Background: an optimization exercise with open tools, aiming at small area, a short achievable clock period and few clock cycles per item. Do not read the settings as production practice. Only simulation tests tie the RTL to the original design; equivalence was not proved. No activity file was given, so power comes from the tool's default toggle rates.

run A:
## sorter_top
module sorter_top (
    input  wire          clk,
    input  wire          rst_n,
    input  wire          load_en,
    input  wire [15:0]   data_in,
    input  wire          clear,
    output wire          out_vld,
    output wire [511:0]  data_out,
    output wire [159:0]  idx_out
);
    localparam WIDTH     = 16;
    localparam NUM_NODES = 32;
    localparam IDX_W     = $clog2(NUM_NODES);
    wire [NUM_NODES-1:0][WIDTH-1:0] data_arr;
    wire [NUM_NODES-1:0][IDX_W-1:0] idx_arr;
    serial_sorter #(
        .WIDTH(WIDTH),
        .NUM_NODES(NUM_NODES)
    ) u_sorter (
        .clk(clk),
        .rst_n(rst_n),
        .load_en(load_en),
        .data_in(data_in),
        .clear(clear),
        .out_vld(out_vld),
        .data_out(data_arr),
        .idx_out(idx_arr)
    );
    assign data_out = data_arr;
    assign idx_out  = idx_arr;
endmodule
For scale: roughly 3,900 cells after synthesis, about 740 flip-flops, ~690 I/O pins, roughly 39,000 µm² of cells after synthesis.
export LEC_CHECK = 0
export CAP_MARGIN = 20
export CORE_MARGIN = 2
export CORE_UTILIZATION = 40
export SETUP_SLACK_MARGIN = 1.6
export SLEW_MARGIN = 20
create_clock -name core_clock -period 4.0 [get_ports {clk}]
run.sh (not shown) runs the stock make flow with config.mk's settings and CLKGATE_MAP_FILE= SYNTH_SCRIPT=/design/flow/synth_recipe.tcl, a recipe that flattens the netlist after the stock synthesis.
Testbench counts of run A, summed over its fixed seeds: cycles 13,816, items 12,288.
> inputs changed (run A -> run B)
Settings: a deleted SETUP_SLACK_MARGIN that had been 1.6.
### Flow results
Looking at final standard cell count with taps included and fillers excluded, run B sits 1.1% below run A.
From run A to run B the numbers moved as follows: power spent charging and discharging nets has decreased, worst path arrival time has increased, sequential share of layout area has increased, via count has decreased, synthesized cell count has remained practically unchanged.
Going from run A to run B, combinational power grows by about 7%.
The sum of buffers and inverters on the critical path number comes out higher for run A vs run B.
Run B -> run A: final hold violation count flat
Run B against run A; multi-input gate area in the final layout is down by a few percent.

---

sorter_top, a different RTL version from the one above (not shown whole).
Size: roughly 4,600 cells after synthesis, about 780 flip-flops, roughly 690 I/O pins.
Settings: LEC_CHECK=0, CAP_MARGIN=20, CORE_MARGIN=2, CORE_UTILIZATION=60, SETUP_SLACK_MARGIN=1.9, SLEW_MARGIN=20; clock period 4.0 ns.
standard.sh (not shown) runs the stock make flow with config.mk's settings and CLKGATE_MAP_FILE= SYNTH_SCRIPT=/design/flow/synth_recipe.tcl, a recipe that flattens the netlist after the stock synthesis.
==> flow/flow/run.sh <==
#!/bin/bash
set -o pipefail
export BUFFER_PORTS_ARGS="-buffer_cell sky130_fd_sc_hd__buf_1"
export CTS_CLUSTER_SIZE=40
export CTS_CLUSTER_DIAMETER=70
bash standard.sh > standard.log 2>&1
Testbench counts at the start, summed over its fixed seeds: cycles 13,432, items 12,288.
Change:
--- a/flow/flow/run.sh
+++ b/flow/flow/run.sh
@@ -4,2 +4,2 @@
-export CTS_CLUSTER_SIZE=40
-export CTS_CLUSTER_DIAMETER=70
+export CTS_CLUSTER_SIZE=30
+export CTS_CLUSTER_DIAMETER=60
--- a/flow/config.mk
+++ b/flow/config.mk
@@ -10,2 +10,2 @@
-export CORE_UTILIZATION = 60
-export SETUP_SLACK_MARGIN = 1.9
+export CORE_UTILIZATION = 40
+export SETUP_SLACK_MARGIN = 1.8
Effect: Sequential share of layout area decreases by 0.90 points; clock-buffer cell count increases by 39; final area increases by 1.3%; core utilization decreases by 24 points; cell count increases by about 9%; worst setup slack got worse by 0.012 ns.
Change:
--- a/flow/config.mk
+++ b/flow/config.mk
@@ -10,2 +10,2 @@
-export CORE_UTILIZATION = 40
-export SETUP_SLACK_MARGIN = 1.8
+export CORE_UTILIZATION = 60
+export SETUP_SLACK_MARGIN = 2.0
Result: Non-clock buffer count goes up by 354. Area after synthesis stays the same. Hold slack loses 0.027 ns. Utilization goes up by 34 points. Clock-buffer cell count goes down by 24. Sequential share of layout area goes down by 1.2 points. Clock skew goes up by 0.0033 ns. Worst setup slack loses 0.048 ns.
Change:
--- a/flow/config.mk
+++ b/flow/config.mk
@@ -11 +11 @@
-export SETUP_SLACK_MARGIN = 2.0
+export SETUP_SLACK_MARGIN = 1.8
After rerunning: Non-clock buffer count decreases by 338. Cell count went down by 5.5%. Combinational power came out lower by 27%. Synthesized area stays the same. Critical path depth fell by 3. Core utilization went down by 12 points.
Change:
--- a/flow/flow/run.sh
+++ b/flow/flow/run.sh
@@ -4,2 +4,2 @@
-export CTS_CLUSTER_SIZE=30
-export CTS_CLUSTER_DIAMETER=60
+export CTS_CLUSTER_SIZE=40
+export CTS_CLUSTER_DIAMETER=70
Worst hold slack degrades by 0.024 ns.
Global-route usage hardly moves.
Power falls by about 1.5%.
Routed wire length went up by about 0.7%.
Design area decreases by about 0.4%.
Area after synthesis is unchanged.
Sequential share of layout area rises by 0.14 points.
First-iteration DRC count increases by 3.0%.
Clock-buffer cell count shrinks by 11.
Cell count decreases by about 0.34%.
Flip-flop and latch count does not change.
Change:
--- a/flow/flow/run.sh
+++ b/flow/flow/run.sh
@@ -4,2 +4,2 @@
-export CTS_CLUSTER_SIZE=40
-export CTS_CLUSTER_DIAMETER=70
+export CTS_CLUSTER_SIZE=30
+export CTS_CLUSTER_DIAMETER=60
--- a/flow/config.mk
+++ b/flow/config.mk
@@ -10,2 +10,2 @@
-export CORE_UTILIZATION = 60
-export SETUP_SLACK_MARGIN = 1.8
+export CORE_UTILIZATION = 45
+export SETUP_SLACK_MARGIN = 1.75
Outcome: Total power is higher by 4.5%. Routed wire length rises by 7.0%. Synthesized cell count stays the same. Core utilization is lower by 17 points. Worst setup slack got worse by 0.064 ns. Fmax goes down by 2.8%. Synthesized area is unchanged. Hold slack is better by 0.11 ns. Cell area rises by 2.5%.

[port drivers added, routing unchanged]
In the flow no input, the clock included, has a driving cell. The finished layouts below were timed again as built, in two steps. Step 1 assumes that a clkbuf_16 drives the clock port and a buf_2 every other input. Step 2 adds t to the input delays and takes it off the output delays; t is the mean of the earliest and latest rising clock arrival at the registers after step 1. Input paths then give back, and output paths get back, about the clock's delay inside the block. Three values: ideal, step 1, step 2; two values: the first two.
| run | shift t [ns] | setup WS [ns] | worst setup path at the end | latest minus earliest clock arrival (ns) |
|---|---|---|---|---|
| run A | 0.740 | 1.427 / 1.427 / 1.154 | input to register | 0.032 / 0.032 |
| run B | 0.742 | 0.957 / 0.957 / 0.685 | input to register | 0.022 / 0.022 |
| the first run of note 2 | 0.722 | 1.831 / 1.814 / 1.131 | input to register | 0.035 / 0.035 |
| the second run of note 2 | 0.750 | 1.819 / 1.748 / 1.060 | input to register | 0.037 / 0.037 |
| the third run of note 2 | 0.752 | 1.771 / 1.593 / 0.841 | input to register | 0.033 / 0.034 |
| the fourth run of note 2 | 0.724 | 1.783 / 1.728 / 1.114 | input to register | 0.036 / 0.036 |
| the fifth run of note 2 | 0.720 | 1.764 / 1.690 / 1.115 | input to register | 0.041 / 0.040 |
| the sixth run of note 2 | 0.720 | 1.701 / 1.701 / 1.106 | input to register | 0.039 / 0.039 |
After both steps setup and hold are still met in every run listed. For the third run of note 2, which loses most, drivers alone change the setup slack by -0.178 ns; drivers and shift together by -0.930 ns.
